Background: an optimization exercise with open tools, aiming at small area and few clock cycles per item. Do not read the settings as production practice. Where RTL was checked, it was by simulation tests only, not by an equivalence proof against the original.

Setup of the reference run:
## encrypt_v2
module encrypt_v2(  input wire [ 80 - 1 : 0 ]   k,
                    input wire [ 64 - 1 : 0 ]   m,
                   output wire [ 64 - 1 : 0 ]   c,
                    input wire                  clk,
                    input wire                  req,
                   output wire                  ack );
For scale: about 2,300 cells after synthesis, roughly 0.014 mm2 of cells after synthesis.
==> module encrypt_v2, before the edit <==
module encrypt_v2(  input wire [ 80 - 1 : 0 ]   k,
                    input wire [ 64 - 1 : 0 ]   m,
                   output wire [ 64 - 1 : 0 ]   c,
                    input wire                  clk,
                    input wire                  req,
                   output wire                  ack );
  localparam LR = 2;             
  localparam R  = 1 << LR;
  localparam PW = 5 - LR;        
  reg [ 63 : 0 ]     state;      
  reg [ 79 : 0 ]     key;        
  reg [ PW - 1 : 0 ] phase;      
  reg                done;
  reg  [ 3 : 0 ]     ld_s;       
  reg  [ 3 : 0 ]     ld_k;       
  wire               last = ( phase == { PW { 1'b1 } } );
  wire [ 79 : 0 ] kc [ 0 : R ];
  wire [ 63 : 0 ] xs [ 1 : R ];
  wire [ 63 : 0 ] sp0;
  wire [ PW - 1 : 0 ] phase_n = phase + 1'b1;
  genvar q;
  generate
    for ( q = 0; q < 4; q = q + 1 ) begin : ldmux
      assign kc[ 0 ][ 20 * q +: 20 ] = ld_k[ q ] ? k[ 20 * q +: 20 ] : key[ 20 * q +: 20 ];
      assign xs[ 1 ][ 16 * q +: 16 ] = ( ld_s[ q ] ? m[ 16 * q +: 16 ] : sp0[ 16 * q +: 16 ] )
                                      ^ kc[ 0 ][ 16 + 16 * q +: 16 ];
    end
  endgenerate
  sp_layer sp( .r( sp0 ), .x( state ) );
  genvar j;
  generate
    for ( j = 1; j < R; j = j + 1 ) begin : stage
      wire [ 63 : 0 ] t;
      key_schedule ks( .r( kc[ j ] ), .x( kc[ j - 1 ] ), .i( { phase, j[ LR - 1 : 0 ] } ) );
      sp_layer sp( .r( t ), .x( xs[ j ] ) );
      assign xs[ j + 1 ] = t ^ kc[ j ][ 79 : 16 ];
    end
  endgenerate
  key_schedule ksl( .r( kc[ R ] ), .x( kc[ R - 1 ] ), .i( { phase_n, { LR { 1'b0 } } } ) );
  always @( posedge clk ) begin
    if ( !done )
      state <= xs[ R ];
    key  <= kc[ R ];
    ld_s <= { !req | done | last, !req | last, !req | done, !req };
    ld_k <= { !req | ( done & phase[ 2 ] ), !req | ( done & phase[ 1 ] ), !req | ( done & phase[ 0 ] ), !req | ( done & ~phase[ 0 ] ) };
    if ( !req ) begin
      phase <= 0;
      done  <= 1'b0;
    end else if ( !done ) begin
      phase <= phase_n;
      done  <= ( phase == { PW { 1'b1 } } );
    end
  end
  assign ack = done;
  assign c   = state;
endmodule
export LEC_CHECK = 0
export CAP_MARGIN = 20
export CORE_MARGIN = 2
export CORE_UTILIZATION = 60
export PLACE_DENSITY = 0.75
export SLEW_MARGIN = 20
create_clock -name core_clock -period 5.0 [get_ports {clk}]
standard.sh (not shown) runs the stock make flow with config.mk's settings and CLKGATE_MAP_FILE= SYNTH_SCRIPT=/design/flow/synth_recipe.tcl, a recipe that flattens the netlist after the stock synthesis.
==> flow/flow/run.sh <==
#!/bin/bash
# Layout flow: the standard synthesis, then the combinational logic between the
# registers is re-mapped by ABC for area (the registers, their names and cell types stay
# as the standard synthesis made them), then the standard layout with 1x port buffers.
set -euo pipefail
W=$(pwd)
F=$W/flow
YOSYS=yosys
if [[ -x $FLOW_HOME/../tools/install/yosys/bin/yosys ]]; then
  YOSYS=$FLOW_HOME/../tools/install/yosys/bin/yosys
fi
LIB=$FLOW_HOME/platforms/$FLOW_PLATFORM/lib/sky130_fd_sc_hd__tt_025C_1v80.lib
R=$W/orfs/results/$FLOW_PLATFORM/encrypt_v2/base
EXTRA="GPL_KEEP_OVERFLOW=0"

bash standard.sh synth > $W/synth.log 2>&1
cp $R/1_2_yosys.v $W/standard_synth.v

# flip-flop cell types in the standard netlist stay black boxes
FFS=$(grep -oE 'sky130_fd_sc_hd__(dfxtp|edfxtp|dfrtp|dfstp|dfbbp|sdfxtp|dlxtp|conb)[a-z0-9_]*' $W/standard_synth.v | sort -u | tr '\n' ' ')
printf 'set_driving_cell sky130_fd_sc_hd__buf_1\nset_load 5\n' > $W/abc.constr

# resyn IN OUT SCRIPT: one ABC pass over the combinational logic of netlist IN
resyn() {
  local in=$1 out=$2 script=$3
  cat > $out.ys <<EOT
read_liberty -ignore_miss_func $LIB
setattr -mod -set keep_hierarchy 1 $FFS
read_verilog $in
hierarchy -top $FLOW_TOP
flatten
opt_clean
abc -script $F/$script.abc -liberty $LIB -D 4000 -constr $W/abc.constr -dont_use sky130_fd_sc_hd__probe_p_8 -dont_use sky130_fd_sc_hd__probec_p_8 -dont_use sky130_fd_sc_hd__lpflow_*
opt_clean -purge
hierarchy -top $FLOW_TOP
tee -o $out.area stat -liberty $LIB
write_verilog -noattr -noexpr -nohex -nodec -selected $out.all
EOT
  $YOSYS -s $out.ys > $out.log 2>&1
  awk -v top="$FLOW_TOP" '$1=="module" && $2 ~ "^"top"\\(" {p=1} p{print} p && /^endmodule/{p=0}' $out.all > $out
  grep -q "^module $FLOW_TOP(" $out
}
area() { grep "Chip area for top module" $1.area | awk '{print $NF}'; }

# pick the smallest of several ABC scripts, twice
best=$W/standard_synth.v
for round in 1 2; do
  if [[ $round == 1 ]]; then scripts="b1 d2 c2 a2"; else scripts="d2 e1 e4"; fi
  for s in $scripts; do resyn $best $W/resyn_${round}_$s.v $s & done
  wait
  cand=$best; carea=1e12
  [[ $round == 2 ]] && carea=$(area $best)
  for s in $scripts; do
    a=$(area $W/resyn_${round}_$s.v)
    echo "round $round script $s area $a" >> $W/resyn_choice.log
    if awk -v a=$a -v b=$carea 'BEGIN{exit !(a<b)}'; then cand=$W/resyn_${round}_$s.v; carea=$a; fi
  done
  best=$cand
  echo "round $round best $best $carea" >> $W/resyn_choice.log
done
cp $best $W/resyn.v
cp $W/resyn.v $R/1_2_yosys.v

bash standard.sh finish "BUFFER_PORTS_ARGS=-buffer_cell sky130_fd_sc_hd__buf_1" $EXTRA > $W/layout.log 2>&1
Other scripts of this flow, unchanged in this note and not shown: flow/flow/a2.abc, flow/flow/b1.abc, flow/flow/c2.abc, flow/flow/d2.abc, flow/flow/e1.abc, flow/flow/e4.abc
STATUS run=the reference run STAGES=ALL_DONE FINAL_CHECKS=FAILED CAUSE=setup timing
#### Input delta (the trial run over the reference run)
--- a/flow/design.v
+++ b/flow/design.v
@@ -55,24 +55,19 @@
   reg [ 63 : 0 ]     state;      
   reg [ 79 : 0 ]     key;        
   reg [ PW - 1 : 0 ] phase;      
   reg                done;
-  reg  [ 3 : 0 ]     ld_s;       
-  reg  [ 3 : 0 ]     ld_k;       
-  wire               last = ( phase == { PW { 1'b1 } } );
+  reg                load_s;     
+  reg                load_k0;    
+  reg                load_k1;    
   wire [ 79 : 0 ] kc [ 0 : R ];
   wire [ 63 : 0 ] xs [ 1 : R ];
   wire [ 63 : 0 ] sp0;
   wire [ PW - 1 : 0 ] phase_n = phase + 1'b1;
-  genvar q;
-  generate
-    for ( q = 0; q < 4; q = q + 1 ) begin : ldmux
-      assign kc[ 0 ][ 20 * q +: 20 ] = ld_k[ q ] ? k[ 20 * q +: 20 ] : key[ 20 * q +: 20 ];
-      assign xs[ 1 ][ 16 * q +: 16 ] = ( ld_s[ q ] ? m[ 16 * q +: 16 ] : sp0[ 16 * q +: 16 ] )
-                                      ^ kc[ 0 ][ 16 + 16 * q +: 16 ];
-    end
-  endgenerate
+  assign kc[ 0 ] = { load_k0 ? k[ 79 : 40 ] : key[ 79 : 40 ],
+                     load_k1 ? k[ 39 :  0 ] : key[ 39 :  0 ] };
   sp_layer sp( .r( sp0 ), .x( state ) );
+  assign xs[ 1 ] = ( load_s ? m : sp0 ) ^ kc[ 0 ][ 79 : 16 ];
   genvar j;
   generate
     for ( j = 1; j < R; j = j + 1 ) begin : stage
       wire [ 63 : 0 ] t;
@@ -85,10 +80,11 @@
   always @( posedge clk ) begin
     if ( !done )
       state <= xs[ R ];
     key  <= kc[ R ];
-    ld_s <= { !req | done | last, !req | last, !req | done, !req };
-    ld_k <= { !req | ( done & phase[ 2 ] ), !req | ( done & phase[ 1 ] ), !req | ( done & phase[ 0 ] ), !req | ( done & ~phase[ 0 ] ) };
+    load_s  <= !req;
+    load_k0 <= !req | done;
+    load_k1 <= !req | ( phase == { PW { 1'b1 } } );
     if ( !req ) begin
       phase <= 0;
       done  <= 1'b0;
     end else if ( !done ) begin
Notes after the runs:
The trial run: done, clean on timing, DRC and antenna
Taking the reference run as the reference, in the trial run synthesized netlist net count now smaller; final estimated routing congestion in global placement went down 0.027; shortest period the worst path allows lower; routed wire length lower.
Taking the reference run as the reference, in the trial run critical path depth now sits lower, core region area now sits higher, global-route wire length before repair now sits lower, wire length on met1 now sits lower.
On share of cells above drive strength 1: between the trial run and the reference run, it ends up higher for the reference run.
Going from the reference run to the trial run, the area after synthesis was found to have gone up by 1.5%.
When the final numbers for the trial run and the reference run were put side by side, the total routing usage reported by global routing turned out to be greater in the reference run.
When the final numbers for the trial run and the reference run were put side by side, the share of the final layout cell area in multi-input gates turned out to be smaller in the reference run.
Testbench counts of the trial run, summed over its fixed seeds: cycles 4,600, items 512.
Function not checked in the reference run: the RTL went through the layout flow alone.

## port drivers added, routing unchanged
The flow's constraints put no driver on any port. The routed layouts listed below were extracted and timed again, unchanged, in two steps.
Step 1, drivers: a clkbuf_16 drives clk and a buf_2 each remaining input, both assumed.
Step 2 moves the port delays by t, midway between the first and last clock arrival at a register: inputs arrive t later, outputs are due t later. That takes back most of the time a late clock gives input paths.
Three values: ideal, step 1, step 2; two values: the first two.
run | t (ns) | setup WS [ns] | clock arrival spread, ns | cell pins on the clock port's net
the reference run | 0.510 | -0.147 / -0.147 / -0.248 | 0.018 / 0.019 | 1
the trial run | 0.492 | 0.169 / 0.169 / -0.086 | 0.013 / 0.014 | 1
Met with ideal ports but missed after step 2: setup timing in the trial run. The setup slack of the trial run, which loses most, moves by 0.000 ns with the drivers and by -0.255 ns with both steps.
